This is an optimization exercise on Yosys and OpenROAD, whose aim is small area, not a production implementation.
In this exercise RTL edits were held to simulation tests only and were not proved equivalent to the original.
No activity file was given, so power comes from the tool's default toggle rates.

==> flow/design.v <==
module ALUControl(operation, ALUOp, ff);
	input [1:0] ALUOp;
	input [5:0] ff;
	output [2:0] operation;
	assign operation[0] = ALUOp[1] & (ff[0] | ff[3]);
	assign operation[1] = ~ALUOp[1] | ~ff[2];
	assign operation[2] = (ALUOp[1] & ff[1]) | ALUOp[0];
endmodule
module ALU32Bit(zero, carryOut, result, a, b, op);
	input [31:0] a, b;
	input [2:0] op;
	output [31:0] result;
	output zero, carryOut;
	wire sub = op[2];
	wire [31:0] bx = b ^ {32{sub}};
	wire [31:0] g = a & bx;
	wire [31:0] p = a ^ bx;
	wire G0_0 = g[0] | (p[0] & sub);
	wire G1_1 = g[1] | (p[1] & G0_0);
	wire G1_3 = g[3] | (p[3] & g[2]);
	wire P1_3 = p[3] & p[2];
	wire G1_5 = g[5] | (p[5] & g[4]);
	wire P1_5 = p[5] & p[4];
	wire G1_7 = g[7] | (p[7] & g[6]);
	wire P1_7 = p[7] & p[6];
	wire G1_9 = g[9] | (p[9] & g[8]);
	wire P1_9 = p[9] & p[8];
	wire G1_11 = g[11] | (p[11] & g[10]);
	wire P1_11 = p[11] & p[10];
	wire G1_13 = g[13] | (p[13] & g[12]);
	wire P1_13 = p[13] & p[12];
	wire G1_15 = g[15] | (p[15] & g[14]);
	wire P1_15 = p[15] & p[14];
	wire G1_17 = g[17] | (p[17] & g[16]);
	wire P1_17 = p[17] & p[16];
	wire G1_19 = g[19] | (p[19] & g[18]);
	wire P1_19 = p[19] & p[18];
	wire G1_21 = g[21] | (p[21] & g[20]);
	wire P1_21 = p[21] & p[20];
	wire G1_23 = g[23] | (p[23] & g[22]);
	wire P1_23 = p[23] & p[22];
	wire G1_25 = g[25] | (p[25] & g[24]);
	wire P1_25 = p[25] & p[24];
	wire G1_27 = g[27] | (p[27] & g[26]);
	wire P1_27 = p[27] & p[26];
	wire G1_29 = g[29] | (p[29] & g[28]);
	wire P1_29 = p[29] & p[28];
	wire G1_31 = g[31] | (p[31] & g[30]);
	wire P1_31 = p[31] & p[30];
	wire G2_3 = G1_3 | (P1_3 & G1_1);
	wire G2_7 = G1_7 | (P1_7 & G1_5);
	wire P2_7 = P1_7 & P1_5;
	wire G2_11 = G1_11 | (P1_11 & G1_9);
	wire P2_11 = P1_11 & P1_9;
	wire G2_15 = G1_15 | (P1_15 & G1_13);
	wire P2_15 = P1_15 & P1_13;
	wire G2_19 = G1_19 | (P1_19 & G1_17);
	wire P2_19 = P1_19 & P1_17;
	wire G2_23 = G1_23 | (P1_23 & G1_21);
	wire P2_23 = P1_23 & P1_21;
	wire G2_27 = G1_27 | (P1_27 & G1_25);
	wire P2_27 = P1_27 & P1_25;
	wire G2_31 = G1_31 | (P1_31 & G1_29);
	wire P2_31 = P1_31 & P1_29;
	wire G3_7 = G2_7 | (P2_7 & G2_3);
	wire G3_15 = G2_15 | (P2_15 & G2_11);
	wire P3_15 = P2_15 & P2_11;
	wire G3_23 = G2_23 | (P2_23 & G2_19);
	wire P3_23 = P2_23 & P2_19;
	wire G3_31 = G2_31 | (P2_31 & G2_27);
	wire P3_31 = P2_31 & P2_27;
	wire G4_15 = G3_15 | (P3_15 & G3_7);
	wire G4_31 = G3_31 | (P3_31 & G3_23);
	wire P4_31 = P3_31 & P3_23;
	wire G5_31 = G4_31 | (P4_31 & G4_15);
	wire G6_23 = G3_23 | (P3_23 & G4_15);
	wire G7_11 = G2_11 | (P2_11 & G3_7);
	wire G7_19 = G2_19 | (P2_19 & G4_15);
	wire G7_27 = G2_27 | (P2_27 & G6_23);
	wire G8_5 = G1_5 | (P1_5 & G2_3);
	wire G8_9 = G1_9 | (P1_9 & G3_7);
	wire G8_13 = G1_13 | (P1_13 & G7_11);
	wire G8_17 = G1_17 | (P1_17 & G4_15);
	wire G8_21 = G1_21 | (P1_21 & G7_19);
	wire G8_25 = G1_25 | (P1_25 & G6_23);
	wire G8_29 = G1_29 | (P1_29 & G7_27);
	wire G9_2 = g[2] | (p[2] & G1_1);
	wire G9_4 = g[4] | (p[4] & G2_3);
	wire G9_6 = g[6] | (p[6] & G8_5);
	wire G9_8 = g[8] | (p[8] & G3_7);
	wire G9_10 = g[10] | (p[10] & G8_9);
	wire G9_12 = g[12] | (p[12] & G7_11);
	wire G9_14 = g[14] | (p[14] & G8_13);
	wire G9_16 = g[16] | (p[16] & G4_15);
	wire G9_18 = g[18] | (p[18] & G8_17);
	wire G9_20 = g[20] | (p[20] & G7_19);
	wire G9_22 = g[22] | (p[22] & G8_21);
	wire G9_24 = g[24] | (p[24] & G6_23);
	wire G9_26 = g[26] | (p[26] & G8_25);
	wire G9_28 = g[28] | (p[28] & G7_27);
	wire G9_30 = g[30] | (p[30] & G8_29);
	wire [32:0] c;
	assign c[0] = sub;
	assign c[1] = G0_0;
	assign c[2] = G1_1;
	assign c[3] = G9_2;
	assign c[4] = G2_3;
	assign c[5] = G9_4;
	assign c[6] = G8_5;
	assign c[7] = G9_6;
	assign c[8] = G3_7;
	assign c[9] = G9_8;
	assign c[10] = G8_9;
	assign c[11] = G9_10;
	assign c[12] = G7_11;
	assign c[13] = G9_12;
	assign c[14] = G8_13;
	assign c[15] = G9_14;
	assign c[16] = G4_15;
	assign c[17] = G9_16;
	assign c[18] = G8_17;
	assign c[19] = G9_18;
	assign c[20] = G7_19;
	assign c[21] = G9_20;
	assign c[22] = G8_21;
	assign c[23] = G9_22;
	assign c[24] = G6_23;
	assign c[25] = G9_24;
	assign c[26] = G8_25;
	assign c[27] = G9_26;
	assign c[28] = G7_27;
	assign c[29] = G9_28;
	assign c[30] = G8_29;
	assign c[31] = G9_30;
	assign c[32] = G5_31;
	wire [31:0] s = p ^ c[31:0];
	wire cout = c[32];
	wire logic_op = ~op[1] & ~op[2];
	wire arith = op[1] & ~op[0];
	wire slt = op[2] & op[1] & op[0];
	wire ep = arith | (logic_op & op[0]);
	assign result = (({32{ep}} & p) ^ (({32{arith}} & c[31:0]) | ({32{logic_op}} & g)))
		| {31'b0, slt & ~cout};
	assign carryOut = arith & (cout ^ sub);
	assign zero = ~|result;
endmodule
module ALUUnit(clock, ALUOp, funct, a, b, result, zero, carryOut);
	input clock;
	input [1:0] ALUOp;
	input [5:0] funct;
	input [31:0] a, b;
	output reg [31:0] result;
	output zero;
	output reg carryOut;
	wire [2:0] operation;
	wire [31:0] aluResult;
	wire aluZero, aluCarry;
	reg [31:0] resultQ;
	reg carryQ;
	ALUControl ctl(operation, ALUOp, funct);
	ALU32Bit alu(aluZero, aluCarry, aluResult, a, b, operation);
	always @(posedge clock)
	begin
		resultQ <= aluResult;
		if (operation == 3'd2 || operation == 3'd6)
			carryQ <= aluCarry;
		result <= resultQ;
		carryOut <= carryQ;
	end
	assign zero = ~|result;
endmodule
==> flow/flow/run.sh <==
#!/bin/bash
# Standard ORFS layout with three changes: synthesis maps the logic with
# an area-oriented ABC script (flow/synth.abc) in place of ORFS's speed
# script (the registers come out as in the standard synthesis), the port
# buffers use the smallest buffer, and CTS builds its tree from clkbuf_4
# without dummy loads.
set -euo pipefail
export BUFFER_PORTS_ARGS="-buffer_cell sky130_fd_sc_hd__buf_1"
export CTS_ARGS="-sink_clustering_enable -repair_clock_nets -dont_use_dummy_load -buf_list sky130_fd_sc_hd__clkbuf_4"
export MY_ABC_SCRIPT=$PWD/flow/synth.abc
# synth_recipe.tcl with ORFS's ABC script swapped for flow/synth.abc
{
  head -n 1 synth_recipe.tcl
  cat flow/abc_override.tcl
  tail -n +2 synth_recipe.tcl
} > my_synth.tcl
sed -e "s#$PWD/synth_recipe.tcl#$PWD/my_synth.tcl#g" standard.sh > my_standard.sh
grep -q my_synth.tcl my_standard.sh
bash my_standard.sh finish > standard_flow.log 2>&1
==> flow/flow/abc_override.tcl <==
proc abc {args} {
  set i [lsearch -exact $args -script]
  if { $i >= 0 } { lset args [expr {$i + 1}] $::env(MY_ABC_SCRIPT) }
  yosys abc {*}$args
}
==> flow/flow/synth.abc <==
&get -n
&st
&dch
&nf -R 20 -p -E 100
&put
==> flow/standard.sh <==
#!/bin/bash
# synth_recipe.tcl (not shown) runs the flow's synth.tcl, then flattens the netlist and writes it again
# the make line also repeats each setting of config.mk as NAME=value (left out here)
make -C /OpenROAD-flow-scripts/flow DESIGN_CONFIG=/design/flow/config.mk WORK_HOME=/design/flow/orfs CLKGATE_MAP_FILE= SYNTH_SCRIPT=/design/flow/synth_recipe.tcl "${@:-finish}"
==> flow/config.mk <==
export PLATFORM = sky130hd
export DESIGN_NAME = ALUUnit
export DESIGN_NICKNAME = ALUUnit
export VERILOG_FILES = /design/flow/design.v
export SDC_FILE = /design/flow/constraint.sdc
export NUM_CORES = 4
export LEC_CHECK = 0
export CAP_MARGIN = 20
export CORE_MARGIN = 2
export CORE_UTILIZATION = 40
export SLEW_MARGIN = 20
==> flow/constraint.sdc <==
create_clock -name core_clock -period 5.0 [get_ports {clock}]
set_input_delay 1.0000 -clock core_clock [delete_from_list [all_inputs] [get_ports {clock}]]
set_output_delay 1.0000 -clock core_clock [all_outputs]
set_load 0.01 [all_outputs]
==> results of run 1 <==
-- metrics by stage --
step	cells	power [mW]	hold WS, ns	instance area, sq um	utilization (%)
after global routing	540	1.52	0.335	3830	49.8
after global placement	530	1.19	0.311	3730	48.6
after CTS	539	1.43	0.326	3800	49.5
after floorplan	318	1.04	0.310	3170	-
after detailed placement	530	1.20	0.312	3730	48.6
final	540	1.42	0.322	3830	49.8
-- layer usage --
layer	vias to the layer above	routed length, microns	GRT usage (%)
met5	-	0	0
met4	0	181	10.0
met3	14	380	3.01
met2	95	3380	28.0
met1	1219	3120	20.2
li1	1412	-	-
-- where the power goes --
part           internal (mW)  switching [mW]  leakage, nW
Sequential             0.685          0.0533        0.557
Clock                 0.0836           0.146       0.0414
Combinational          0.187           0.262        0.861
Total                  0.956           0.462         1.46
-- flip-flops by register name, indices dropped and copies added, names as in the netlist --
signal,flops
carryQ,1
result,32
resultQ,32
carryOut,1
-- final cells by class --
cell class / count / area (sq um)
fill: 789 / 3860
multi-input combinational: 249 / 1830
sequential: 66 / 1330
timing repair buffer: 111 / 463
tap: 102 / 128
clock buffer: 9 / 67.6
inverter: 3 / 11.3
-- Yosys cell counts (4+ instances only) --
| library cell | n |
|---|---|
| dfxtp_1 | 65 |
| nand2_1 | 43 |
| xnor2_1 | 33 |
| ha_1 | 32 |
| xor2_1 | 31 |
| a21oi_1 | 24 |
| a222oi_1 | 15 |
| nor2_1 | 13 |
| nor4_1 | 10 |
| o21ai_0 | 10 |
| nand4_1 | 6 |
| nand3_1 | 5 |
| a211oi_1 | 4 |
| a21o_1 | 4 |
-- final timing paths --
| kind | end | slack (ns) | cells past startpoint |
|---|---|---|---|
| hold / removal | result[28]$_DFF_P_ | 0.32 | 0 |
| setup / recovery | resultQ[31]$_DFF_P_ | 0.43 | 17 |
| hold reg to reg | result[28]$_DFF_P_ | 0.32 | 0 |
| setup reg to reg | carryOut$_DFF_P_ | 4.53 | 0 |
-- logic make-up after synthesis --
family / count (synthesis)
simple gates: 82
compound gates: 71
flops: 66
xor+xnor: 64
fa+ha+maj: 32
buf+inv: 3
==> out/results.tsv, run 1 <==
metric	value	unit
min_period	4.57	ns
peakVddDrop	0.0000999	V
die_h	92.9	microns
core-area	7690	sq um
post_cts_buffers	0	
syn-instance-count	318	
clk_pin_slew_worst_paths	0.09	ns
synth_top_family_by_area	XOR/XNOR gates	
die_w	92.9	microns
setup_violations	0	
port_buffers	104	
dr.pass1.iters	5	
antenna_found_initial	0	
start_kind	primary input	
cp_slowest_cell	nor4_1	
critPathMaxFanout	6	
antennaDiodeCount	0	
setup_tns	0	ns
grt_pass1_wl	11400	microns
synth_seq_cells	66	
yosysTopAreaCellShare	41.2	%
mostFrequentLayoutCell	buf_1	
leakagePower	1.46	nW
run_status	complete, no violations	
crit_buf_inv	2	
syn2layout_area_growth	21.2	%
netlist_top_cells_area	dfxtp_1, ha_1, xnor2_1	
yosys_warnings	1	
grt_pass1_vias	2655	
muxShareOfSynthArea	0	%
globalRouteOverflowTotal	0	
hold_class	reg -> reg	
timing.rr.start	carryQ$_DFFE_PP_	
htreeDepth	3	
hold_viol	0	
worstPathArrival	4.87	ns
max_freq	219	MHz
grt_max_degree	34	
hold_start	resultQ[28]$_DFF_P_	
synthArstFlopShare	0	%
synth-seq-area-share	42.1	%
critPathMaxStageDelay	0.48	ns
tritoncts	yes	
dieArea	8630	sq um
syn-num-nets	423	
setup_ws	0.427	ns
maxSlewHeadroom	53.7	%
cap_violations	0	
grt_usage	16.8	%
synth_edf_count	1	
synth_fa_ha_area_share	12.7	%
rsz0062_at_grt	false	
routed_via_density	5.07	
critPathLaunch	ALUOp[1]	
skew	0.0145	ns
clock-sinks	66	
worstSkewPairLatency	0.38	ns
finalMaxSlewViolations	0	
cts_resized	0	
post-place-ws	0.0501	ns
syn_avg_cell_area	9.94	sq um
synth_compound_area_share	15.6	%
routed_wl	7060	microns
pin_count	107	
place.gp.congestion	0.879	
tightest_slew	0.690	ns
clockBufferDepth	2	
yosysTopAreaCell	dfxtp_1	
power_density	370	nW/um^2
fin_crit_sh	91.5	%
cts_root_buf	clkbuf_4	
rows	32	
initial_utilization	41.1	%
synthXorXnorAreaFrac	17.7	%
mostFrequentLayoutCells	buf_1, dfxtp_1, nand2_1	
drive_gt1_share	3.88	%
nets	545	
routedWlPerCell	13.1	microns
antenna_left	0	
synthSimpleGateAreaFrac	11.6	%
hold_buffers	0	
end_kind	flop	
ys.flop_type	dfxtp_1	
drc_errors	0	
hpwl	5360	microns
crit_required	5.30	ns
crit_family	compound AO/OA/AOI/OAI gates	
cp_cell_sequence	buf_1 > a21oi_4 > buf_4 > xnor2_1 > ha_1 > a21o_1 > a31oi_1 > nor2_1 > a2111oi_0 > o31a_1 > nor4_1 > nor4_1 > o21ai_0 > a31oi_1 > nor2_1 > a222oi_1 > xor2_1	
path_class	in -> reg	
drt_iter0_markers	104	
synthDistinctLibCells	30	
vias	2740	
cts_buffers	9	
synthesis.area	3160	sq um
==> run 2, diff against run 1 <==
==> flow/flow/synth.abc (replaced) <==
&get -n
&st
&dch
&nf -R 200 -p -E 100
&put
==> run 2 against run 1 <==
Final cell count is 0.19% lower. Non-clock buffer count rose by 1. Largest power group unchanged. Fmax is 4.3% lower. Highest routed layer unchanged. Combinational power decreased by 2%. Critical path type unchanged. Worst setup slack worse by 0.21 ns. Sequential share of layout area rose by 0.17 points. Count of clock-buffer cells in the layout did not move. Via count increased by 1.9%. Largest cell class unchanged. Die area fell by 0.27%.
==> out/results.tsv, run 2 <==
metric	value	unit	change
critPathMaxStageDelay	0.43	ns	-0.05 ns
rr_endpoint	carryOut$_DFF_P_		
drt_iter0_markers	224		+120%
drc_errors	0		unchanged
pin_count	107		unchanged
start_kind	primary input		
crit_required	5.29	ns	about the same
port_buffers	104		unchanged
path_class	in -> reg		
yosysTopAreaCellShare	41.3	%	+0.11 points
place.gp.congestion	0.857		-2.5%
cts_resized	0		unchanged
synth_seq_cells	66		unchanged
end_kind	flop		
worstPathArrival	5.07	ns	+0.20 ns
run_status	complete, no violations		
clockBufferDepth	2		unchanged
min_period	4.78	ns	+0.206 ns
cts_root_buf	clkbuf_4		
grt_pass1_vias	2663		+0.30%
nets	544		-0.18%
final_util	49.6	%	-0.24 points
drive_gt1_share	4.35	%	+0.47 points
mostFrequentLayoutCells	buf_1, dfxtp_1, nand2_1		
ys.flop_type	dfxtp_1		
synth-seq-area-share	42.2	%	+0.12 points
dieArea	8610	sq um	-0.27%
ff_latch_area	1330	sq um	unchanged
core-area	7690	sq um	unchanged
routedWlPerCell	13.3	microns	+1.5%
routed_via_density	5.18		+2.1%
syn_avg_cell_area	9.97	sq um	+0.35%
syn2layout_area_growth	20.9	%	
fin_area	3810	sq um	-0.49%
cts_buffers	9		unchanged
setup_tns	0	ns	unchanged
synthesis.area	3150	sq um	-0.28%
synth_commonest_cells	dfxtp_1, nand2_1, xnor2_1		
power_density	372	nW/um^2	+0.52%
worstSkewPairLatency	0.37	ns	about the same
grt_usage	16.9	%	+0.080 points
finalMaxSlewViolations	0		unchanged
die_w	92.8	microns	-0.13%
mostFrequentLayoutCell	buf_1		
timing.rr.start	carryQ$_DFFE_PP_		
cp_slowest_cell	a2111oi_0		
clock-sinks	66		unchanged
netlist_top_cells_area	dfxtp_1, ha_1, xnor2_1		
antennaDiodeCount	0		unchanged
hpwl	5340	microns	-0.27%
critPathMaxFanout	7		+1
htreeDepth	3		unchanged
r2r_cells	0		unchanged
peakVddDrop	0.000116	V	+17%
leakagePower	1.46	nW	+0.34%
setup_violations	0		unchanged
dpl-instance-area	3740	sq um	+0.17%
vias	2793		+1.9%
nFillCells	797		+1.0%
tritoncts	yes		
skew	0.0168	ns	+0.00228 ns
worst-path-stages	18		+1
maxSlewHeadroom	54.3	%	+0.61 points
antenna_left	0		unchanged
top_regs	resultQ x32, result x32		
max_freq	209	MHz	-4.3%
initial_utilization	41.0	%	-0.11 points
hold_viol	0		unchanged
crit_path_frequent_cell	buf_4		
grt_pass1_wl	11600	microns	+1.9%
critPathLaunch	ALUOp[1]		
tightest_slew	0.681	ns	-0.00915 ns
cap_violations	0		unchanged
cp_cell_sequence	buf_1 > a21oi_4 > buf_4 > xnor2_1 > ha_1 > and4_1 > a221oi_1 > buf_4 > nor3_1 > a2111oi_0 > buf_4 > nor4_1 > nor4_1 > o21ai_0 > a31oi_1 > nor2_1 > a222oi_1 > xor2_1		
globalRouteOverflowTotal	0		unchanged
synthDistinctLibCells	28		-6.7%
crit_family	compound AO/OA/AOI/OAI gates		
post_cts_buffers	0		unchanged
synth_most_common_cell	dfxtp_1		
cp-endpoint	resultQ[31]$_DFF_P_		
rsz0062_at_grt	false		
dr.pass1.iters	6		+1
yosys_warnings	1		unchanged
grt_max_degree	34		unchanged
hold_buffers	0		unchanged
fin_crit_sh	95.6	%	+4.1 points
yosysTopAreaCell	dfxtp_1		
synth_edf_count	1		unchanged
synthArstFlopShare	0	%	unchanged
clk_pin_slew_worst_paths	0.09	ns	about the same
antenna_found_initial	0		unchanged
hold_class	reg -> reg		
syn-instance-count	316		-0.63%
crit_buf_inv	4		+2
rrSetupSlack	4.53	ns	about the same
rows	32		unchanged
die_h	92.8	microns	-0.13%
min_path_cells	0		unchanged
syn-num-nets	421		-0.47%
multi_input_area	1820	sq um	-0.34%
routed_wl	7150	microns	+1.3%
[run 2: worst min-delay path by stage]
stage / to / slack [ns] / from
detailed placement: result[17]$_DFF_P_ / 0.31 / resultQ[17]$_DFF_P_
CTS: result[19]$_DFF_P_ / 0.31 / resultQ[19]$_DFF_P_
floorplan: result[0]$_DFF_P_ / 0.31 / resultQ[0]$_DFF_P_
finish: result[13]$_DFF_P_ / 0.31 / resultQ[13]$_DFF_P_
global placement: result[29]$_DFF_P_ / 0.31 / resultQ[29]$_DFF_P_
global route: result[19]$_DFF_P_ / 0.32 / resultQ[19]$_DFF_P_
[run 2: where the power goes]
part	switching, mW	internal (mW)	total (mW)
clock	0.151	0.0838	0.235
combinational	0.256	0.185	0.441
sequential	0.0576	0.685	0.743
[run 2: final cells by class]
cell class	instances	share of cell area (%)
Multi-Input combinational cell	247	47.8
Sequential cell	66	34.9
Timing Repair Buffer	112	11.8
Tap cell	102	3.35
Clock buffer	9	1.77
Inverter	3	0.295
[run 2: cell families after synthesis]
group | count (synthesis) | synth area share, %
adders and majority gates | 32 | 12.7
buffers and inverters | 3 | 0.357
and+or+nand+nor | 81 | 11.6
muxes | 1 | 0.357
AOI/OAI and AO/OA | 69 | 14.9
xor gates and xnor gates | 64 | 17.8
DFF | 66 | 42.2
[run 2: metal layers]
metal  vias up  track usage, %  share of wire [%]
met1      1290            21.1                 45
met3        12            2.93                5.3
met5         -               0                  0
met4         0            8.95                2.0
li1       1407               -                  -
met2        84            27.8                 47
[run 2: per-stage QoR]
stage               power (mW)  hold WS (ns)  worst slack, ns  std cells
floorplan                 1.04         0.310           0.0584        316
global placement          1.19         0.310          -0.0419        530
detailed placement        1.20         0.312           -0.104        530
CTS                       1.44         0.314            0.273        539
global route              1.52         0.316         0.000735        539
finish                    1.42         0.311            0.221        539
==> run 3, diff against run 2 <==
==> flow/flow/synth.abc (replaced) <==
&get -n
&st
&dch
&nf -R 1000 -p -E 100
&put
==> run 3 against run 2 <==
Still clean. Via count unchanged. Flip-flop and latch count unchanged. Clock power about the same. Synthesized area unchanged. Register-to-register slack about the same. Critical path depth unchanged. Sequential share of layout area unchanged. Critical endpoint unchanged.
==> out/results.tsv, run 3 <==
metric	value	unit	change
run_status	complete, no violations		
clockBufferDepth	2		unchanged
grt_max_degree	34		unchanged
synth_most_common_cell	dfxtp_1		
met3_usage	2.93	%	unchanged
hold_buffers	0		unchanged
antenna_left	0		unchanged
top_regs	resultQ x32, result x32		
ys.flop_type	dfxtp_1		
fin_crit_sh	95.6	%	unchanged
antennaDiodeCount	0		unchanged
die_h	92.8	microns	unchanged
synthArstFlopShare	0	%	unchanged
syn2layout_area_growth	20.9	%	unchanged
clock-sinks	66		unchanged
syn_avg_cell_area	9.97	sq um	unchanged
port_buffers	104		unchanged
dr.pass1.iters	6		unchanged
pin_count	107		unchanged
path_class	in -> reg		
end_kind	flop		
grt_pass1_wl	11600	microns	unchanged
busiest_layer	met2		
nFillCells	797		unchanged
drive_gt1_share	4.35	%	unchanged
max_freq	209	MHz	unchanged
min_period	4.78	ns	unchanged
maxSlewHeadroom	54.3	%	unchanged
mostFrequentLayoutCells	buf_1, dfxtp_1, nand2_1		
routed_via_density	5.18		unchanged
tritoncts	yes		
synth_seq_cells	66		unchanged
power_density	372	nW/um^2	unchanged
synth_edf_count	1		unchanged
synth_commonest_cells	dfxtp_1, nand2_1, xnor2_1		
grt_pass1_vias	2663		unchanged
peakVddDrop	0.000116	V	unchanged
antenna_found_initial	0		unchanged
htreeDepth	3		unchanged
globalRouteOverflowTotal	0		unchanged
crit_required	5.29	ns	about the same
skew	0.0168	ns	unchanged
use_met2	27.8	%	unchanged
dieArea	8610	sq um	unchanged
yosys_warnings	1		unchanged
vias	2793		unchanged
yosysTopAreaCellShare	41.3	%	unchanged
setup_violations	0		unchanged
worstSkewPairLatency	0.37	ns	about the same
cts_root_buf	clkbuf_4		
fin_area	3810	sq um	unchanged
die_w	92.8	microns	unchanged
place.gp.congestion	0.857		unchanged
grt_usage	16.9	%	unchanged
routed_wl	7150	microns	unchanged
nets	544		unchanged
drt_iter0_markers	224		unchanged
syn-num-nets	421		unchanged
hold_viol	0		unchanged
synthesis.area	3150	sq um	unchanged
clk_pin_slew_worst_paths	0.09	ns	about the same
drc_errors	0		unchanged
synthDistinctLibCells	28		unchanged
rows	32		unchanged
cts_buffers	9		unchanged
worstPathArrival	5.07	ns	about the same
tightest_slew	0.681	ns	unchanged
leakagePower	1.46	nW	unchanged
synth-seq-area-share	42.2	%	unchanged
routedWlPerCell	13.3	microns	unchanged
cts_resized	0		unchanged
timing.rr.start	carryQ$_DFFE_PP_		
hpwl	5340	microns	unchanged
hold_class	reg -> reg		
mostFrequentLayoutCell	buf_1		
core-area	7690	sq um	unchanged
finalMaxSlewViolations	0		unchanged
initial_utilization	41.0	%	unchanged
post_cts_buffers	0		unchanged
rrSetupSlack	4.53	ns	about the same
syn-instance-count	316		unchanged
critPathLaunch	ALUOp[1]		
rsz0062_at_grt	false		
yosysTopAreaCell	dfxtp_1		
cap_violations	0		unchanged
met1_usage	21.1	%	unchanged
netlist_top_cells_area	dfxtp_1, ha_1, xnor2_1		
dpl-instance-area	3740	sq um	unchanged
critPathMaxFanout	7		unchanged
start_kind	primary input		
hold_start	resultQ[13]$_DFF_P_		
setup_tns	0	ns	unchanged
run 3: power by group:
part           leakage, nW  internal, mW  total, mW  switching [mW]
logic                0.866         0.185      0.441           0.256
clock network       0.0414        0.0838      0.235           0.151
registers            0.557         0.685      0.743          0.0576
total                 1.46         0.954       1.42           0.464
run 3: final timing paths:
path                         endpoint  cells past startpoint
hold / removal     result[13]$_DFF_P_                      0
setup / recovery  resultQ[31]$_DFF_P_                     18
hold reg to reg    result[13]$_DFF_P_                      0
setup reg to reg     carryOut$_DFF_P_                      0
run 3: worst max-delay path, cell delays in order:
cell	delay, ns
buf_1	0.12
a21oi_4	0.29
buf_4	0.23
xnor2_1	0.13
ha_1	0.29
and4_1	0.19
a221oi_1	0.32
buf_4	0.18
nor3_1	0.05
a2111oi_0	0.43
buf_4	0.20
nor4_1	0.05
nor4_1	0.42
o21ai_0	0.22
a31oi_1	0.26
nor2_1	0.10
a222oi_1	0.40
xor2_1	0.20
run 3: layout make-up:
| type | count | area (sq um) | area share (%) |
|---|---|---|---|
| multi-input combinational | 247 | 1820 | 47.8 |
| sequential | 66 | 1330 | 34.9 |
| timing repair buffer | 112 | 450 | 11.8 |
| tap | 102 | 128 | 3.35 |
| clock buffer | 9 | 67.6 | 1.77 |
| inverter | 3 | 11.3 | 0.295 |
run 3: through the flow:
stage	cells	power [mW]	hold WS (ns)	worst slack, ns	util [%]
floorplan	316	1.04	0.310	0.0584	-
global placement	530	1.19	0.310	-0.0419	48.7
detailed placement	530	1.20	0.312	-0.104	48.7
CTS	539	1.44	0.314	0.273	49.5
global route	539	1.52	0.316	0.000735	49.6
finish	539	1.42	0.311	0.221	49.6
run 3: routing by layer:
layer  share of wire, %  routed length (microns)
met5                  0                        0
met4                2.0                      140
met3                5.3                      378
met2                 47                     3380
met1                 45                     3240
run 3: cells by family (layout without fill, tap and decap cells):
family | count (synthesis) | after routing | synth area share, %
XOR/XNOR | 64 | 64 | 17.8
AND/OR/NAND/NOR | 81 | 81 | 11.6
AO/OA/AOI/OAI | 69 | 69 | 14.9
flip-flops | 66 | 66 | 42.2
buffers and inverters | 3 | 124 | 0.357
adder cells (fa/ha/maj) | 32 | 32 | 12.7
multiplexers | 1 | 1 | 0.357
==> run 4, diff against run 3 <==
--- a/flow/config.mk
+++ b/flow/config.mk
@@ -8,4 +8,5 @@
 export CAP_MARGIN = 20
 export CORE_MARGIN = 2
 export CORE_UTILIZATION = 40
+export PLACE_DENSITY = 0.75
 export SLEW_MARGIN = 20
==> run 4 against run 3 <==
Critical path depth rose by 2. Design area rose by 1.2%. Count of clock-buffer cells in the layout did not move. Register-to-register slack barely moved. Synthesized area did not move. Synthesized cell count did not move.
==> out/results.tsv, run 4 <==
metric	value	unit	change
routedWlPerCell	13.6	microns	+2.5%
dr.pass1.iters	6		unchanged
crit_required	5.31	ns	+0.02 ns
skew	0.0181	ns	+0.00127 ns
grt_max_degree	34		unchanged
timing.rr.start	carryQ$_DFFE_PP_		
yosys_warnings	1		unchanged
power_density	371	nW/um^2	-0.22%
ys.flop_type	dfxtp_1		
synth_edf_count	1		unchanged
path_class	in -> reg		
antennaDiodeCount	0		unchanged
routed_wl	7400	microns	+3.6%
routed_via_density	5.14		-0.78%
die_w	92.8	microns	unchanged
critPathMaxFanout	7		unchanged
maxSlewHeadroom	48.3	%	-6.0 points
grt_pass1_vias	2666		+0.11%
start_kind	primary input		
setup_tns	0	ns	unchanged
syn-instance-count	316		unchanged
rsz0062_at_grt	false		
synthDistinctLibCells	28		unchanged
fin_crit_sh	93.1	%	-2.4 points
pin_count	107		unchanged
end_kind	flop		
cts_buffers	9		unchanged
holdWs	0.311	ns	-0.000318 ns
dieArea	8610	sq um	unchanged
netlist_top_cells_area	dfxtp_1, ha_1, xnor2_1		
core-area	7690	sq um	unchanged
synth_seq_cells	66		unchanged
clk_pin_slew_worst_paths	0.09	ns	about the same
nFillCells	757		-5.0%
worstPathArrival	4.97	ns	-0.10 ns
drc_errors	0		unchanged
vias	2802		+0.32%
drive_gt1_share	5.64	%	+1.3 points
globalRouteOverflowTotal	0		unchanged
tritoncts	yes		
htreeDepth	3		unchanged
synth_most_common_cell	dfxtp_1		
final_util	50.2	%	+0.60 points
clockBufferDepth	2		unchanged
tightest_slew	0.770	ns	+0.0893 ns
die_h	92.8	microns	unchanged
min_period	4.66	ns	-0.122 ns
syn2layout_area_growth	22.4	%	
finalMaxSlewViolations	0		unchanged
grt_pass1_wl	11400	microns	-2.2%
clock-sinks	66		unchanged
synthArstFlopShare	0	%	unchanged
hold_viol	0		unchanged
hold_class	reg -> reg		
yosysTopAreaCellShare	41.3	%	unchanged
mostFrequentLayoutCell	buf_1		
leakagePower	1.49	nW	+2.0%
r2r_cells	0		unchanged
run_status	complete, no violations		
yosysTopAreaCell	dfxtp_1		
cts_root_buf	clkbuf_4		
top_regs	resultQ x32, result x32		
rr_endpoint	carryOut$_DFF_P_		
mostFrequentLayoutCells	buf_1, dfxtp_1, nand2_1		
peakVddDrop	0.000121	V	+3.7%
place.gp.congestion	0.851		-0.70%
synth-seq-area-share	42.2	%	unchanged
hold_start	resultQ[19]$_DFF_P_		
setup_violations	0		unchanged
min_path_cells	0		unchanged
initial_utilization	41.0	%	unchanged
max_freq	215	MHz	+2.6%
synthesis.area	3150	sq um	unchanged
drt_iter0_markers	141		-37%
grt_usage	16.9	%	-0.057 points
syn_avg_cell_area	9.97	sq um	unchanged
synth_commonest_cells	dfxtp_1, nand2_1, xnor2_1		
cap_violations	0		unchanged
worstSkewPairLatency	0.39	ns	+0.02 ns
antenna_found_initial	0		unchanged
syn-num-nets	421		unchanged
rrSetupSlack	4.53	ns	about the same
hpwl	5540	microns	+3.7%
min_to	result[19]$_DFF_P_		
port_buffers	104		unchanged
nets	550		+1.1%
antenna_left	0		unchanged
rows	32		unchanged
-- run 4: cell counts after synthesis --
Identical to the previous run, type by type.
-- run 4: where the power goes --
part | leakage [nW] | internal (mW) | total [mW] | switching, mW
Clock | 0.0414 | 0.0835 | 0.235 | 0.151
Sequential | 0.557 | 0.685 | 0.740 | 0.0557
Combinational | 0.896 | 0.191 | 0.457 | 0.266
-- run 4: area by class of cell --
| type | instances | area (sq um) | area share (%) |
|---|---|---|---|
| inverters | 3 | 11.3 | 0.292 |
| repair buffers | 118 | 495 | 12.8 |
| flip-flops and latches | 66 | 1330 | 34.5 |
| well taps | 102 | 128 | 3.31 |
| multi-input cells | 247 | 1820 | 47.3 |
| clock buffers | 9 | 67.6 | 1.75 |
-- run 4: worst max-delay path by stage --
stage          slack [ns]  startpoint  cells past startpoint                   to
2_1_floorplan        0.06    ALUOp[1]                     15  resultQ[31]$_DFF_P_
3_3_place_gp        -0.09    ALUOp[1]                     19  resultQ[31]$_DFF_P_
3_5_place_dp        -0.09    ALUOp[1]                     19  resultQ[31]$_DFF_P_
4_1_cts              0.31    ALUOp[1]                     19  resultQ[31]$_DFF_P_
5_1_grt              0.02    funct[1]                     20  resultQ[31]$_DFF_P_
6_report             0.34    funct[1]                     20  resultQ[31]$_DFF_P_
-- run 4: logic make-up after synthesis --
| logic type | count (synthesis) | synth area share (%) |
|---|---|---|
| buf+inv | 3 | 0.357 |
| compound gates | 69 | 14.9 |
| simple gates | 81 | 11.6 |
| mux | 1 | 0.357 |
| fa+ha+maj | 32 | 12.7 |
| xor+xnor | 64 | 17.8 |
| flops | 66 | 42.2 |
-- run 4: critical path, stage by stage --
cell,delay (ns)
buf_1,0.11
a21oi_4,0.27
buf_4,0.17
xnor2_1,0.11
ha_1,0.28
a21oi_1,0.14
o21ai_0,0.18
a221oi_1,0.31
buf_4,0.17
nor3_1,0.05
a2111oi_1,0.37
buf_4,0.18
nor4_1,0.05
nor4_1,0.31
buf_4,0.17
o21ai_0,0.11
a31oi_1,0.26
nor2_1,0.10
a222oi_1,0.42
xor2_1,0.19
-- run 4: metrics by stage --
stage	power (mW)	worst slack, ns	area (sq um)	std cells
4_1_cts	1.44	0.313	3820	540
5_1_grt	1.53	0.0170	3860	545
2_1_floorplan	1.04	0.0584	3160	316
3_3_place_gp	1.19	-0.0880	3750	531
6_report	1.43	0.343	3860	545
3_5_place_dp	1.21	-0.0887	3750	531
-- run 4: what timing repair did --
item                       4_1_cts  5_1_grt
hold buffers                     0        0
gates resized for setup          0        1
buffers inserted                 0        5
setup endpoints to repair        0        2
-- run 4: per-layer routing --
layer	share of wire (%)	vias up	GRT usage (%)
met5	0	-	0
met4	2.1	0	10.0
met3	6.6	10	4.07
met2	48	114	27.9
met1	44	1261	19.7
li1	-	1417	-
==> run 5, diff against run 4 <==
--- a/flow/config.mk
+++ b/flow/config.mk
@@ -8,5 +8,5 @@
 export CAP_MARGIN = 20
 export CORE_MARGIN = 2
 export CORE_UTILIZATION = 40
-export PLACE_DENSITY = 0.75
+export GPL_TIMING_DRIVEN = 0
 export SLEW_MARGIN = 20
==> run 5 against run 4 <==
Still clean. Die area is the same. Core utilization shrank 0.47 points. Non-clock buffer count shrank 10. Register-to-register slack is essentially flat. Worst hold slack lost 0.0016 ns. Flip-flop and latch count is the same. Global-route usage grew 0.13 points. Critical path type unchanged. Largest cell class unchanged. Highest routed layer unchanged.
==> out/results.tsv, run 5 <==
metric	value	unit	change
antennaDiodeCount	0		unchanged
tightest_slew	0.764	ns	-0.00655 ns
grt_pass1_wl	11600	microns	+2.1%
cp_cell_sequence	buf_1 > a21oi_4 > buf_16 > xnor2_1 > ha_1 > a21o_1 > a21o_1 > a221oi_2 > nor3_1 > a2111oi_2 > nor4_1 > nor4_2 > o21ai_0 > a31oi_1 > nor2_1 > a222oi_1 > xor2_1		
grt_usage	17.0	%	+0.13 points
hold_buffers	0		unchanged
fin_crit_sh	92.5	%	-0.64 points
htreeDepth	3		unchanged
top_regs	resultQ x32, result x32		
synth_edf_count	1		unchanged
globalRouteOverflowTotal	0		unchanged
post-place-ws	-1.04	ns	-0.954 ns
rows	32		unchanged
yosysTopAreaCellShare	41.3	%	unchanged
critPathMaxStageDelay	0.45	ns	+0.03 ns
synth_seq_cells	66		unchanged
dr.pass1.iters	6		unchanged
syn2layout_area_growth	21.2	%	
pin_count	107		unchanged
synth_most_common_cell	dfxtp_1		
synthDistinctLibCells	28		unchanged
hpwl	5420	microns	-2.2%
path_class	in -> reg		
drc_errors	0		unchanged
setup_violations	0		unchanged
syn-instance-count	316		unchanged
worstPathArrival	4.93	ns	-0.04 ns
fin_area	3820	sq um	-0.94%
maxSlewHeadroom	49.1	%	+0.75 points
rsz0062_at_grt	false		
place.gp.congestion	0.872		+2.5%
netlist_top_cells_area	dfxtp_1, ha_1, xnor2_1		
ys.flop_type	dfxtp_1		
peakVddDrop	0.000104	V	-14%
yosys_warnings	1		unchanged
nFillCells	780		+3.0%
mostFrequentLayoutCell	buf_1		
syn_avg_cell_area	9.97	sq um	unchanged
power_density	374	nW/um^2	+0.83%
yosysTopAreaCell	dfxtp_1		
max_freq	216	MHz	+0.70%
port_buffers	104		unchanged
mostFrequentLayoutCells	buf_1, dfxtp_1, nand2_1		
synthArstFlopShare	0	%	unchanged
end_kind	flop		
finalMaxSlewViolations	0		unchanged
tritoncts	yes		
skew	0.0232	ns	+0.00512 ns
hold_viol	0		unchanged
clk_pin_slew_worst_paths	0.10	ns	about the same
crit_buf_inv	2		-3
synth-seq-area-share	42.2	%	unchanged
grt_max_degree	34		unchanged
crit_required	5.31	ns	about the same
grt_pass1_vias	2621		-1.7%
cap_violations	0		unchanged
dpl-instance-area	3710	sq um	-1.0%
cts_buffers	9		unchanged
clock-sinks	66		unchanged
drive_gt1_share	4.39	%	-1.3 points
antenna_left	0		unchanged
nets	540		-1.8%
core-area	7690	sq um	unchanged
total_power	1.43	mW	-0.12%
cts_root_buf	clkbuf_4		
run_status	complete, no violations		
crit_path_frequent_cell	a21o_1		
initial_utilization	41.0	%	unchanged
clockBufferDepth	2		unchanged
start_kind	primary input		
dp_cells	523		-1.5%
layoutNonFillerInstCount	535		-1.8%
drt_iter0_markers	199		+41%
synthesis.area	3150	sq um	unchanged
critPathMaxFanout	18		+11
cp_slowest_cell	a222oi_1		
synth_commonest_cells	dfxtp_1, nand2_1, xnor2_1		
worstSkewPairLatency	0.38	ns	about the same
leakagePower	1.46	nW	-2.4%
crit_family	compound AO/OA/AOI/OAI gates		
antenna_found_initial	0		unchanged
die_h	92.8	microns	unchanged
routedWlPerCell	13.9	microns	+2.0%
routed_wl	7410	microns	+0.12%
routed_via_density	5.19		+1.0%
vias	2778		-0.86%
dieArea	8610	sq um	unchanged
syn-num-nets	421		unchanged
rrSetupSlack	4.54	ns	about the same
setup_ws	0.375	ns	+0.0322 ns
hold_class	reg -> reg		
final_util	49.7	%	-0.47 points
min_period	4.62	ns	-0.0322 ns
die_w	92.8	microns	unchanged
run 5: per-stage QoR:
stage | setup TNS [ns] | hold WS (ns)
final | 0 | 0.309
after global routing | 0 | 0.318
after global placement | -12.40 | 0.311
after floorplan | 0 | 0.310
after detailed placement | -7.83 | 0.312
after CTS | 0 | 0.309
run 5: per-layer routing:
| layer | vias up | GRT usage [%] | share of wire (%) |
|---|---|---|---|
| met3 | 14 | 2.44 | 4.7 |
| li1 | 1397 | - | - |
| met5 | - | 0 | 0 |
| met2 | 93 | 28.7 | 48 |
| met4 | 0 | 8.09 | 1.7 |
| met1 | 1274 | 21.3 | 46 |
run 5: cell families (layout without fill, tap and decap cells):
logic type / Yosys count / count (layout) / synth area share, %
flops: 66 / 66 / 42.2
compound gates: 69 / 69 / 14.9
fa+ha+maj: 32 / 32 / 12.7
buf+inv: 3 / 120 / 0.357
xor+xnor: 64 / 64 / 17.8
simple gates: 81 / 81 / 11.6
mux: 1 / 1 / 0.357
run 5: final cells by class:
type | count | area (sq um) | area share [%]
sequential | 66 | 1330 | 34.8
clock buffer | 9 | 67.6 | 1.77
timing repair buffer | 108 | 440 | 11.5
inverter | 3 | 11.3 | 0.295
tap | 102 | 128 | 3.34
multi-input combinational | 247 | 1840 | 48.2
run 5: power by group:
part	internal, mW	switching, mW	total [mW]
registers	0.685	0.0591	0.744
logic	0.185	0.263	0.448
clock network	0.0838	0.154	0.238
run 5: what timing repair did:
action | in CTS | in global routing
pin swaps | 1 | 5
setup buffers | 3 | 0
resized for setup | 2 | 3
endpoints found under the setup margin | 9 | 6
run 5: final timing paths:
path | start | end | cells after the start
max | ALUOp[1] | resultQ[31]$_DFF_P_ | 17
min | resultQ[23]$_DFF_P_ | result[23]$_DFF_P_ | 0
max reg2reg | carryQ$_DFFE_PP_ | carryOut$_DFF_P_ | 0
min reg2reg | resultQ[23]$_DFF_P_ | result[23]$_DFF_P_ | 0
==> run 6, diff against run 5 <==
--- a/flow/config.mk
+++ b/flow/config.mk
@@ -7,6 +7,5 @@
 export LEC_CHECK = 0
 export CAP_MARGIN = 20
 export CORE_MARGIN = 2
-export CORE_UTILIZATION = 40
-export GPL_TIMING_DRIVEN = 0
+export CORE_UTILIZATION = 30
 export SLEW_MARGIN = 20
==> run 6 against run 5 <==
Global-route usage decreased by 3.4 points. Combinational power about the same. Largest cell class unchanged. Power is essentially flat. Still clean. Non-clock buffer count grew 7. Final cell count is 7.7% higher. Routed wire length grew 2.9%. Synthesized cell count unchanged. Count of clock-buffer cells in the layout unchanged. Fmax decreased by 2.1%.
==> out/results.tsv, run 6 <==
metric	value	unit	change
finalMaxSlewViolations	0		unchanged
peakVddDrop	0.000103	V	-0.52%
worstPathArrival	5.04	ns	+0.11 ns
tritoncts	yes		
nets	547		+1.3%
multi_input_area	1820	sq um	-1.1%
synth_edf_count	1		unchanged
mostFrequentLayoutCells	buf_1, dfxtp_1, nand2_1		
skew	0.0214	ns	-0.00182 ns
cp_cell_sequence	buf_1 > a21oi_4 > buf_4 > xnor2_1 > ha_1 > a21oi_1 > o21ai_0 > a221oi_1 > buf_4 > nor3_1 > a2111oi_0 > buf_4 > nor4_1 > nor4_1 > buf_4 > o21ai_0 > a31oi_1 > nor2_1 > a222oi_1 > xor2_1		
critPathMaxStageDelay	0.39	ns	-0.06 ns
htreeDepth	3		unchanged
syn-instance-count	316		unchanged
worst-path-stages	20		+3
crit_required	5.32	ns	about the same
rrSetupSlack	4.52	ns	-0.02 ns
synthDistinctLibCells	28		unchanged
core-area	10300	sq um	+34%
clockBufferDepth	2		unchanged
grt_usage	13.6	%	-3.4 points
hpwl	5980	microns	+10%
yosysTopAreaCellShare	41.3	%	unchanged
synth_commonest_cells	dfxtp_1, nand2_1, xnor2_1		
hold_class	reg -> reg		
pin_count	107		unchanged
path_class	in -> reg		
ys.flop_type	dfxtp_1		
initial_utilization	30.7	%	-10 points
maxSlewHeadroom	53.8	%	+4.7 points
rr_endpoint	carryOut$_DFF_P_		
crit_family	compound AO/OA/AOI/OAI gates		
min_period	4.72	ns	+0.0997 ns
die_w	107	microns	+15%
grt_pass1_wl	12000	microns	+3.3%
grt_max_degree	34		unchanged
max_freq	212	MHz	-2.1%
r2r_cells	0		unchanged
dpl-instance-area	3790	sq um	+2.2%
holdWs	0.325	ns	+0.0160 ns
fin_crit_sh	94.5	%	+2.0 points
nFillCells	1078		+38%
start_kind	primary input		
cts_resized	0		-2
crit_buf_inv	5		+3
mostFrequentLayoutCell	buf_1		
antenna_left	0		unchanged
drt_iter0_markers	146		-27%
post-place-ws	-0.119	ns	+0.924 ns
rows	37		+16%
netlist_top_cells_area	dfxtp_1, ha_1, xnor2_1		
syn2layout_area_growth	23.0	%	
min_path_cells	0		unchanged
cts_buffers	9		unchanged
top_regs	resultQ x32, result x32		
setup_ws	0.276	ns	-0.0997 ns
setup_violations	0		unchanged
drive_gt1_share	5.00	%	+0.61 points
synth_most_common_cell	dfxtp_1		
syn_avg_cell_area	9.97	sq um	unchanged
timing.rr.start	carryQ$_DFFE_PP_		
cp-endpoint	resultQ[31]$_DFF_P_		
crit_path_frequent_cell	buf_4		
cap_violations	0		unchanged
fin_area	3880	sq um	+1.4%
yosys_warnings	1		unchanged
cts_root_buf	clkbuf_4		
routed_via_density	4.90		-5.6%
synthArstFlopShare	0	%	unchanged
port_buffers	104		unchanged
tightest_slew	0.689	ns	-0.0744 ns
synth-seq-area-share	42.2	%	unchanged
place.gp.congestion	0.831		-4.6%
antenna_found_initial	0		unchanged
end_kind	flop		
worstSkewPairLatency	0.40	ns	+0.02 ns
drc_errors	0		unchanged
yosysTopAreaCell	dfxtp_1		
routedWlPerCell	13.2	microns	-4.4%
rsz0062_at_grt	false		
clock-sinks	66		unchanged
ff_latch_area	1330	sq um	unchanged
cp_slowest_cell	a2111oi_0		
globalRouteOverflowTotal	0		unchanged
synth_seq_cells	66		unchanged
die_h	107	microns	+15%
antennaDiodeCount	0		unchanged
clk_pin_slew_worst_paths	0.09	ns	about the same
power_density	369	nW/um^2	-1.5%
critPathMaxFanout	5		-13
hold_viol	0		unchanged
critPathLaunch	funct[1]		
routed_wl	7630	microns	+2.9%
run_status	complete, no violations		
vias	2822		+1.6%
syn-num-nets	421		unchanged
leakagePower	1.48	nW	+1.5%
setup_tns	0	ns	unchanged
synthesis.area	3150	sq um	unchanged
grt_pass1_vias	2719		+3.7%
dieArea	11300	sq um	+32%
dr.pass1.iters	5		-1
-- run 6: cell families after synthesis --
kind of cell / Yosys count / synth area share [%]
multiplexers: 1 / 0.357
XOR/XNOR: 64 / 17.8
buffers and inverters: 3 / 0.357
adder cells (fa/ha/maj): 32 / 12.7
AND/OR/NAND/NOR: 81 / 11.6
AO/OA/AOI/OAI: 69 / 14.9
flip-flops: 66 / 42.2
-- run 6: cell type report --
| cell class | instances | area share (%) |
|---|---|---|
| tap | 136 | 4.39 |
| multi-input combinational | 247 | 47.0 |
| sequential | 66 | 34.3 |
| timing repair buffer | 115 | 12.2 |
| inverter | 3 | 0.291 |
| clock buffer | 9 | 1.74 |
-- run 6: metrics by stage --
stage / util [%] / total power [mW] / instances
finish: 37.7 / 1.43 / 576
global route: 37.7 / 1.53 / 576
CTS: 37.5 / 1.45 / 574
detailed placement: 36.9 / 1.21 / 565
floorplan: - / 1.04 / 316
global placement: 36.9 / 1.20 / 565
-- run 6: worst min path at each step --
stage / to / startpoint
finish: result[1]$_DFF_P_ / resultQ[1]$_DFF_P_
global route: result[1]$_DFF_P_ / resultQ[1]$_DFF_P_
CTS: result[1]$_DFF_P_ / resultQ[1]$_DFF_P_
detailed placement: result[23]$_DFF_P_ / resultQ[23]$_DFF_P_
global placement: result[10]$_DFF_P_ / resultQ[10]$_DFF_P_
floorplan: result[0]$_DFF_P_ / resultQ[0]$_DFF_P_
-- run 6: metal layers --
metal,GRT usage (%),wire [microns],vias up
li1,-,-,1409
met1,16.0,3360,1304
met2,22.8,3660,96
met3,3.74,477,13
met4,6.86,142,0
met5,0,0,-
-- run 6: power breakdown --
group	leakage [nW]	internal (mW)	total, mW	switching (mW)
logic	0.881	0.189	0.451	0.263
registers	0.557	0.685	0.742	0.0572
clock network	0.0414	0.0835	0.236	0.152
total	1.48	0.957	1.43	0.472
-- run 6: repair_timing --
item                                    4_1_cts  5_1_grt
hold buffers                                  0        0
endpoints found under the setup margin        0        1
buffers inserted                              0        2
==> run 7, diff against run 6 <==
--- a/flow/config.mk
+++ b/flow/config.mk
@@ -7,5 +7,6 @@
 export LEC_CHECK = 0
 export CAP_MARGIN = 20
 export CORE_MARGIN = 2
-export CORE_UTILIZATION = 30
+export CORE_UTILIZATION = 55
+export PLACE_DENSITY_LB_ADDON = 0.2
 export SLEW_MARGIN = 20
==> run 7 against run 6 <==
Via count increased by 1.4%. Combinational power about the same. Synthesized cell count unchanged. Routed wire length decreased by 4.5%. Clock power about the same. Critical path depth decreased by 1. First-iteration DRC count increased by 47%. Critical endpoint unchanged.
==> out/results.tsv, run 7 <==
metric	value	unit	change
run_status	complete, no violations		
drt_iter0_markers	215		+47%
cap_violations	0		unchanged
holdWs	0.310	ns	-0.0155 ns
start_kind	primary input		
synth_most_common_cell	dfxtp_1		
place.gp.congestion	0.827		-0.49%
crit_required	5.33	ns	about the same
die_h	79.7	microns	-25%
leakagePower	1.48	nW	-0.24%
vias	2861		+1.4%
syn-num-nets	421		unchanged
htreeDepth	3		unchanged
critPathMaxFanout	5		unchanged
yosysTopAreaCellShare	41.3	%	unchanged
nFillCells	478		-56%
mostFrequentLayoutCells	buf_1, dfxtp_1, nand2_1		
grt_pass1_wl	11700	microns	-2.6%
cp_cell_sequence	buf_1 > a21oi_4 > buf_4 > xnor2_1 > ha_1 > a21oi_1 > o21ai_0 > a221oi_1 > buf_4 > nor3_1 > a2111oi_1 > buf_4 > nor4_1 > nor4_2 > o21ai_0 > a31oi_1 > nor2_1 > a222oi_1 > xor2_1		
antenna_found_initial	0		unchanged
syn2layout_area_growth	20.4	%	
synthesis.area	3150	sq um	unchanged
path_class	in -> reg		
maxSlewHeadroom	50.9	%	-2.9 points
netlist_top_cells_area	dfxtp_1, ha_1, xnor2_1		
synth_seq_cells	66		unchanged
ys.flop_type	dfxtp_1		
rsz0062_at_grt	false		
initial_utilization	57.2	%	+27 points
pin_count	107		unchanged
setup_ws	0.475	ns	+0.200 ns
synthDistinctLibCells	28		unchanged
syn_avg_cell_area	9.97	sq um	unchanged
tightest_slew	0.732	ns	+0.0428 ns
routed_wl	7290	microns	-4.5%
total_power	1.43	mW	+0.14%
tritoncts	yes		
skew	0.0242	ns	+0.00289 ns
dr.pass1.iters	5		unchanged
rows	27		-27%
setup_violations	0		unchanged
min_period	4.52	ns	-0.200 ns
hpwl	5490	microns	-8.1%
port_buffers	104		unchanged
setup_tns	0	ns	unchanged
dieArea	6350	sq um	-44%
synth_commonest_cells	dfxtp_1, nand2_1, xnor2_1		
clock-sinks	66		unchanged
clockBufferDepth	2		unchanged
hold_class	reg -> reg		
top_regs	resultQ x32, result x32		
synthArstFlopShare	0	%	unchanged
peakVddDrop	0.000184	V	+78%
worstPathArrival	4.85	ns	-0.19 ns
antennaDiodeCount	0		unchanged
grt_usage	24.0	%	+10 points
drive_gt1_share	4.78	%	-0.22 points
globalRouteOverflowTotal	0		unchanged
grt_pass1_vias	2684		-1.3%
mostFrequentLayoutCell	buf_1		
max_freq	221	MHz	+4.4%
grt_max_degree	34		unchanged
cp_slowest_cell	a222oi_1		
yosysTopAreaCell	dfxtp_1		
worstSkewPairLatency	0.40	ns	about the same
routedWlPerCell	14.3	microns	+7.7%
cts_root_buf	clkbuf_4		
fin_crit_sh	90.5	%	-4.0 points
end_kind	flop		
nets	546		-0.18%
post-place-ws	-0.0915	ns	+0.0271 ns
hold_viol	0		unchanged
core-area	5510	sq um	-46%
antenna_left	0		unchanged
cts_buffers	9		unchanged
synth-seq-area-share	42.2	%	unchanged
final_util	68.9	%	+31 points
syn-instance-count	316		unchanged
drc_errors	0		unchanged
crit_path_frequent_cell	buf_4		
routed_via_density	5.60		+14%
die_w	79.7	microns	-25%
critPathMaxStageDelay	0.41	ns	+0.02 ns
clk_pin_slew_worst_paths	0.10	ns	about the same
yosys_warnings	1		unchanged
power_density	377	nW/um^2	+2.3%
synth_edf_count	1		unchanged
finalMaxSlewViolations	0		unchanged
[run 7: what timing repair did]
item,CTS,global route
endpoints found under the setup margin,0,5
hold buffers,0,0
gates resized for setup,0,2
buffers inserted,0,3
[run 7: worst paths after layout]
check                            from  cells past startpoint  slack [ns]                  end
hold reg to reg   resultQ[21]$_DFF_P_                      0        0.31   result[21]$_DFF_P_
setup reg to reg     carryQ$_DFFE_PP_                      0        4.55     carryOut$_DFF_P_
setup / recovery             ALUOp[1]                     19        0.48  resultQ[31]$_DFF_P_
hold / removal    resultQ[21]$_DFF_P_                      0        0.31   result[21]$_DFF_P_
[run 7: per-layer routing]
metal	up-vias	GRT usage [%]	wire length, microns
li1	1414	-	-
met1	1316	28.8	3010
met2	117	39.7	3610
met3	14	6.67	547
met4	0	10.7	115
met5	-	0	0
[run 7: report_power, final]
group          internal [mW]  switching (mW)
clock network         0.0835           0.155
logic                  0.188           0.265
registers              0.685          0.0541
[run 7: stage by stage]
stage	area, sq um	instances
3_5_place_dp	3700	499
5_1_grt	3790	511
4_1_cts	3760	508
2_1_floorplan	3160	316
6_report	3790	511
3_3_place_gp	3700	499
[run 7: worst max-delay path, delay by kind of cell]
kind,cells,cell delay [ns]
AOI/OAI and AO/OA,8,2.09
buffers and inverters,4,0.72
and+or+nand+nor,4,0.50
xor gates and xnor gates,2,0.30
adders and majority gates,1,0.23
[run 7: kinds of logic (layout without fill, tap and decap cells)]
family,Yosys count,after routing,synth area share (%)
simple gates,81,81,11.6
compound gates,69,69,14.9
flops,66,66,42.2
xor+xnor,64,64,17.8
fa+ha+maj,32,32,12.7
buf+inv,3,126,0.357
mux,1,1,0.357
[run 7: cell type report]
class,count,area (sq um),area share (%)
clock buffer,9,67.6,1.78
inverter,3,11.3,0.297
multi-input combinational,247,1830,48.2
sequential,66,1330,35.1
tap,72,90.1,2.37
timing repair buffer,114,465,12.3
==> run 8, diff against run 7 <==
==> flow/flow/synth.abc (replaced) <==
&get -n
&st
&dch
&nf -R 1000 -p
&put
--- a/flow/config.mk
+++ b/flow/config.mk
@@ -7,6 +7,5 @@
 export LEC_CHECK = 0
 export CAP_MARGIN = 20
 export CORE_MARGIN = 2
-export CORE_UTILIZATION = 55
-export PLACE_DENSITY_LB_ADDON = 0.2
+export CORE_UTILIZATION = 65
 export SLEW_MARGIN = 20
==> run 8 against run 7 <==
Still clean on timing, DRC and antenna. Worst hold slack improved by 0.011 ns. Sequential share of layout area decreased by 0.069 points. Sequential power decreased by 0.5%. Clock skew decreased by 0.0055 ns. Fmax increased by 0.46%. Critical endpoint is now carryQ$_DFFE_PP_. Highest routed layer unchanged.
==> out/results.tsv, run 8 <==
metric	value	unit	change
yosysTopAreaCell	dfxtp_1		
rsz0062_at_grt	false		
synth_edf_count	1		unchanged
path_class	in -> reg		
mostFrequentLayoutCell	buf_1		
leakagePower	1.48	nW	+0.40%
dp_cells	511		+2.4%
synth_most_common_cell	dfxtp_1		
ys.flop_type	dfxtp_1		
grt_usage	26.8	%	+2.9 points
crit_required	5.24	ns	-0.09 ns
yosysTopAreaCellShare	40.6	%	-0.66 points
run_status	complete, no violations		
yosys_warnings	1		unchanged
globalRouteOverflowTotal	0		unchanged
grt_max_degree	33		-2.9%
syn_avg_cell_area	9.53	sq um	-4.4%
peakVddDrop	0.000162	V	-12%
synthDistinctLibCells	26		-7.1%
top_regs	resultQ x32, result x32		
hold_viol	0		unchanged
syn-instance-count	336		+6.3%
port_buffers	104		unchanged
critPathMaxFanout	13		+8
final_util	80.5	%	+12 points
routed_via_density	5.45		-2.7%
maxSlewHeadroom	52.2	%	+1.3 points
htreeDepth	3		unchanged
synthArstFlopShare	0	%	unchanged
initial_utilization	67.8	%	+11 points
routedWlPerCell	13.4	microns	-6.0%
synth-seq-area-share	41.6	%	-0.68 points
finalMaxSlewViolations	0		unchanged
core-area	4720	sq um	-14%
cts_buffers	9		unchanged
tightest_slew	0.716	ns	-0.0156 ns
hold_buffers	0		unchanged
place.gp.congestion	0.873		+5.6%
grt_pass1_vias	2698		+0.52%
post_cts_buffers	0		unchanged
synth_commonest_cells	dfxtp_1, nand2_1, xnor2_1		
syn-num-nets	441		+4.8%
setup_violations	0		unchanged
skew	0.0187	ns	-0.00555 ns
worstPathArrival	4.74	ns	-0.11 ns
dieArea	5510	sq um	-13%
power_density	373	nW/um^2	-1.2%
fin_crit_sh	90.1	%	-0.41 points
tritoncts	yes		
drt_iter0_markers	156		-27%
cts_root_buf	clkbuf_4		
clock-sinks	66		unchanged
antenna_found_initial	0		unchanged
cap_violations	0		unchanged
clk_pin_slew_worst_paths	0.09	ns	about the same
rows	25		-7.4%
mostFrequentLayoutCells	buf_1, dfxtp_1, nand2_1		
dr.pass1.iters	4		-1
layoutNonFillerInstCount	521		+2.0%
worstSkewPairLatency	0.41	ns	about the same
pin_count	107		unchanged
antenna_left	0		unchanged
grt_pass1_wl	11200	microns	-4.2%
start_kind	primary input		
hpwl	5330	microns	-2.9%
antennaDiodeCount	0		unchanged
setup_tns	0	ns	unchanged
synthesis.area	3200	sq um	+1.6%
netlist_top_cells_area	dfxtp_1, ha_1, xnor2_1		
synth_seq_cells	66		unchanged
drive_gt1_share	3.30	%	-1.5 points
min_period	4.50	ns	-0.0205 ns
end_kind	flop		
clockBufferDepth	2		unchanged
drc_errors	0		unchanged
nets	561		+2.7%
cts_resized	0		unchanged
die_h	74.2	microns	-6.9%
hold_class	reg -> reg		
max_freq	222	MHz	+0.46%
die_w	74.2	microns	-6.9%
routed_wl	6980	microns	-4.2%
vias	2838		-0.80%
syn2layout_area_growth	18.7	%	
run 8: changes by cell type after synthesis, moves of 3 or more:
| cell | change |
|---|---|
| a222oi_1 | -15 |
| a22o_1 | +8 |
| o21ai_0 | +7 |
| nand2_1 | +10 |
| and2_0 | -3 |
| a21oi_1 | +14 |
| xor2_1 | -7 |
| a22oi_1 | +7 |
| xnor2_1 | +7 |
run 8: worst paths after layout:
| kind | startpoint | end | slack (ns) | depth (start not counted) |
|---|---|---|---|---|
| worst min-delay path | resultQ[28]$_DFF_P_ | result[28]$_DFF_P_ | 0.32 | 0 |
| worst max-delay path | ALUOp[1] | carryQ$_DFFE_PP_ | 0.50 | 16 |
| worst max register to register | carryQ$_DFFE_PP_ | carryOut$_DFF_P_ | 4.54 | 0 |
| worst min register to register | resultQ[28]$_DFF_P_ | result[28]$_DFF_P_ | 0.32 | 0 |
run 8: routing by layer:
| layer | GRT usage (%) | part of all wire (%) | vias up |
|---|---|---|---|
| li1 | - | - | 1446 |
| met1 | 29.3 | 40 | 1270 |
| met2 | 47.5 | 51 | 106 |
| met3 | 7.45 | 7.5 | 16 |
| met4 | 13.5 | 1.8 | 0 |
| met5 | 0 | 0 | - |
run 8: where the power goes:
group	switching [mW]	leakage [nW]	total, mW	internal (mW)
clock	0.143	0.0414	0.226	0.0833
combinational	0.269	0.883	0.456	0.187
sequential	0.0527	0.557	0.735	0.682
total	0.464	1.48	1.42	0.953
run 8: cell type report:
cell class | count | area, sq um
timing repair buffer | 109 | 435
tap | 67 | 83.8
sequential | 66 | 1330
inverter | 1 | 3.75
fill | 333 | 922
clock buffer | 9 | 67.6
multi-input combinational | 269 | 1880
run 8: kinds of logic after synthesis:
logic type / count (synthesis) / synth area share, %
adders and majority gates: 32 / 12.5
and+or+nand+nor: 85 / 11.5
buffers and inverters: 1 / 0.117
muxes: 1 / 0.352
DFF: 66 / 41.6
AOI/OAI and AO/OA: 87 / 16.5
xor gates and xnor gates: 64 / 17.5
run 8: worst max-delay path, cell delays in order:
cell,delay (ns)
buf_1,0.17
a21oi_4,0.50
xnor2_1,0.18
ha_1,0.26
a21oi_1,0.19
o21ai_0,0.24
a21oi_1,0.30
nor3_1,0.10
nor2_1,0.32
nor3_1,0.11
nor3_1,0.38
o31a_1,0.29
o21ai_0,0.18
a31oi_1,0.27
o21ai_0,0.11
a21oi_1,0.16
run 8: stage by stage:
| step | area (sq um) | setup WS, ns | power [mW] | hold slack [ns] |
|---|---|---|---|---|
| after floorplan | 3210 | 0.474 | 1.04 | 0.310 |
| after global placement | 3720 | 0.301 | 1.17 | 0.310 |
| after detailed placement | 3720 | 0.207 | 1.20 | 0.312 |
| after CTS | 3790 | 0.585 | 1.42 | 0.318 |
| after global routing | 3800 | 0.156 | 1.52 | 0.319 |
| final | 3800 | 0.496 | 1.42 | 0.321 |
==> run 9, diff against run 8 <==
==> flow/flow/synth.abc (replaced) <==
&get -n
&st
&dch
&nf -R 1000 -p -E 100
&put
==> flow/config.mk (replaced) <==
export PLATFORM = sky130hd
export DESIGN_NAME = ALUUnit
export DESIGN_NICKNAME = ALUUnit
export VERILOG_FILES = /design/flow/design.v
export SDC_FILE = /design/flow/constraint.sdc
export NUM_CORES = 4
export LEC_CHECK = 0
export CAP_MARGIN = 0
export CORE_MARGIN = 2
export CORE_UTILIZATION = 40
export SLEW_MARGIN = 0
==> run 9 against run 8 <==
Largest power group unchanged. Routed wire length is 2.5% higher. Worst setup slack lost 0.28 ns. Sequential power is 1% higher. Global-route usage fell by 9.9 points.
==> out/results.tsv, run 9 <==
metric	value	unit	change
synthDistinctLibCells	28		+7.7%
hpwl	5340	microns	+0.21%
synth-seq-area-share	42.2	%	+0.68 points
post_cts_buffers	0		unchanged
final_util	49.5	%	-31 points
nFillCells	798		+140%
power_density	372	nW/um^2	-0.12%
drt_iter0_markers	208		+33%
multi_input_area	1820	sq um	-3.1%
drc_errors	0		unchanged
timing.rr.start	carryQ$_DFFE_PP_		
dr.pass1.iters	5		+1
worstPathArrival	5.08	ns	+0.34 ns
pin_count	107		unchanged
tightest_slew	1.18	ns	+0.465 ns
cap_violations	0		unchanged
syn-instance-count	316		-6.0%
crit_path_frequent_cell	buf_4		
synth_seq_cells	66		unchanged
yosysTopAreaCellShare	41.3	%	+0.66 points
syn2layout_area_growth	20.8	%	
maxUsedRoutingLayer	met4		
rr_endpoint	carryOut$_DFF_P_		
synth_edf_count	1		unchanged
setup_violations	0		unchanged
grt_pass1_wl	11600	microns	+4.0%
grt_pass1_vias	2663		-1.3%
run_status	complete, no violations		
start_kind	primary input		
netlist_top_cells_area	dfxtp_1, ha_1, xnor2_1		
place.gp.congestion	0.857		-1.9%
cts_resized	0		unchanged
peakVddDrop	0.000116	V	-28%
hold_viol	0		unchanged
worstSkewPairLatency	0.37	ns	-0.04 ns
mostFrequentLayoutCell	buf_1		
met3RoutedLength	362	microns	-31%
holdWs	0.311	ns	-0.00968 ns
antenna_left	0		unchanged
cp_cell_sequence	buf_1 > a21oi_4 > buf_4 > xnor2_1 > ha_1 > and4_1 > a221oi_1 > buf_4 > nor3_1 > a2111oi_0 > buf_4 > nor4_1 > nor4_1 > o21ai_0 > a31oi_1 > nor2_1 > a222oi_1 > xor2_1		
tritoncts	yes		
core-area	7690	sq um	+63%
clockBufferDepth	2		unchanged
vias	2793		-1.6%
leakagePower	1.46	nW	-1.1%
wl_met2	3410	microns	-4.1%
end_kind	flop		
max_freq	209	MHz	-5.9%
synth_commonest_cells	dfxtp_1, nand2_1, xnor2_1		
syn-num-nets	421		-4.5%
fin_crit_sh	95.7	%	+5.6 points
hold_buffers	0		unchanged
initial_utilization	41.0	%	-27 points
dieArea	8610	sq um	+56%
top_regs	resultQ x32, result x32		
routed_wl	7160	microns	+2.5%
routedWlPerCell	13.3	microns	-0.89%
globalRouteOverflowTotal	0		unchanged
synthArstFlopShare	0	%	unchanged
die_w	92.8	microns	+25%
grt_usage	16.9	%	-9.9 points
syn_avg_cell_area	9.97	sq um	+4.6%
cp_slowest_cell	a2111oi_0		
antennaDiodeCount	0		unchanged
min_period	4.79	ns	+0.282 ns
critPathMaxStageDelay	0.43	ns	-0.07 ns
ys.flop_type	dfxtp_1		
cts_root_buf	clkbuf_4		
m1WireLength	3250	microns	+17%
min_to	result[19]$_DFF_P_		
ff_latch_area	1330	sq um	unchanged
## run 9: changes by cell type after synthesis, sizes merged, moves of 2 or more
cell,before,now
nand2,51,41
a222oi,0,15
clkinv,1,3
o21ai,18,11
xnor2,40,33
nand3,2,4
a22o,8,0
a22oi,9,2
a21oi,37,23
and2,0,3
nor4,8,10
xor2,24,31
## run 9: kinds of logic (layout without fill, tap and decap cells)
group	Yosys count	in the layout	synth area share, %
AOI/OAI and AO/OA	69	69	14.9
xor gates and xnor gates	64	64	17.8
adders and majority gates	32	32	12.7
buffers and inverters	3	124	0.357
DFF	66	66	42.2
muxes	1	1	0.357
and+or+nand+nor	81	81	11.6
## run 9: worst max-delay path, delay by kind of cell
kind	cells	cell delay, ns
adders and majority gates	1	0.29
AOI/OAI and AO/OA	6	1.92
xor gates and xnor gates	2	0.33
and+or+nand+nor	5	0.81
buffers and inverters	4	0.73
## run 9: power breakdown
group	switching [mW]	internal [mW]	total [mW]
combinational	0.256	0.186	0.441
clock	0.151	0.0838	0.234
sequential	0.0575	0.685	0.742
total	0.464	0.954	1.42
## run 9: final cells by class
type,instances,share of cell area (%)
Tap cell,102,3.35
Sequential cell,66,35.0
Inverter,3,0.296
Timing Repair Buffer,112,11.8
Clock buffer,9,1.77
Multi-Input combinational cell,247,47.8
## run 9: metal layers
layer,track usage (%),vias to the layer above
met5,0,-
met4,8.95,0
met3,2.93,12
met2,27.8,85
met1,21.1,1289
li1,-,1407
## run 9: worst max-delay path by stage
stage | cells past startpoint | startpoint | endpoint
2_1_floorplan | 15 | ALUOp[1] | resultQ[31]$_DFF_P_
3_3_place_gp | 18 | ALUOp[1] | resultQ[31]$_DFF_P_
3_5_place_dp | 18 | ALUOp[1] | resultQ[31]$_DFF_P_
4_1_cts | 18 | ALUOp[1] | resultQ[31]$_DFF_P_
5_1_grt | 18 | ALUOp[1] | resultQ[31]$_DFF_P_
6_report | 18 | ALUOp[1] | resultQ[31]$_DFF_P_
## run 9: through the flow
stage / total power, mW / std cells / setup TNS (ns) / setup WS, ns / instance area [sq um]
2_1_floorplan: 1.04 / 316 / 0 / 0.0584 / 3160
3_3_place_gp: 1.19 / 530 / -0.0419 / -0.0419 / 3740
3_5_place_dp: 1.20 / 530 / -0.104 / -0.104 / 3740
4_1_cts: 1.44 / 539 / 0 / 0.273 / 3810
5_1_grt: 1.52 / 539 / 0 / 0.000735 / 3810
6_report: 1.42 / 539 / 0 / 0.213 / 3810

Re-timed with assumed drivers on the ports (clkbuf_16 on the clock, buf_2 on other inputs), run 9 has 0.219 ns of setup slack against 0.213 ns with ideal ports, and -0.169 ns once port delays also move by the mid clock arrival of 0.389 ns.
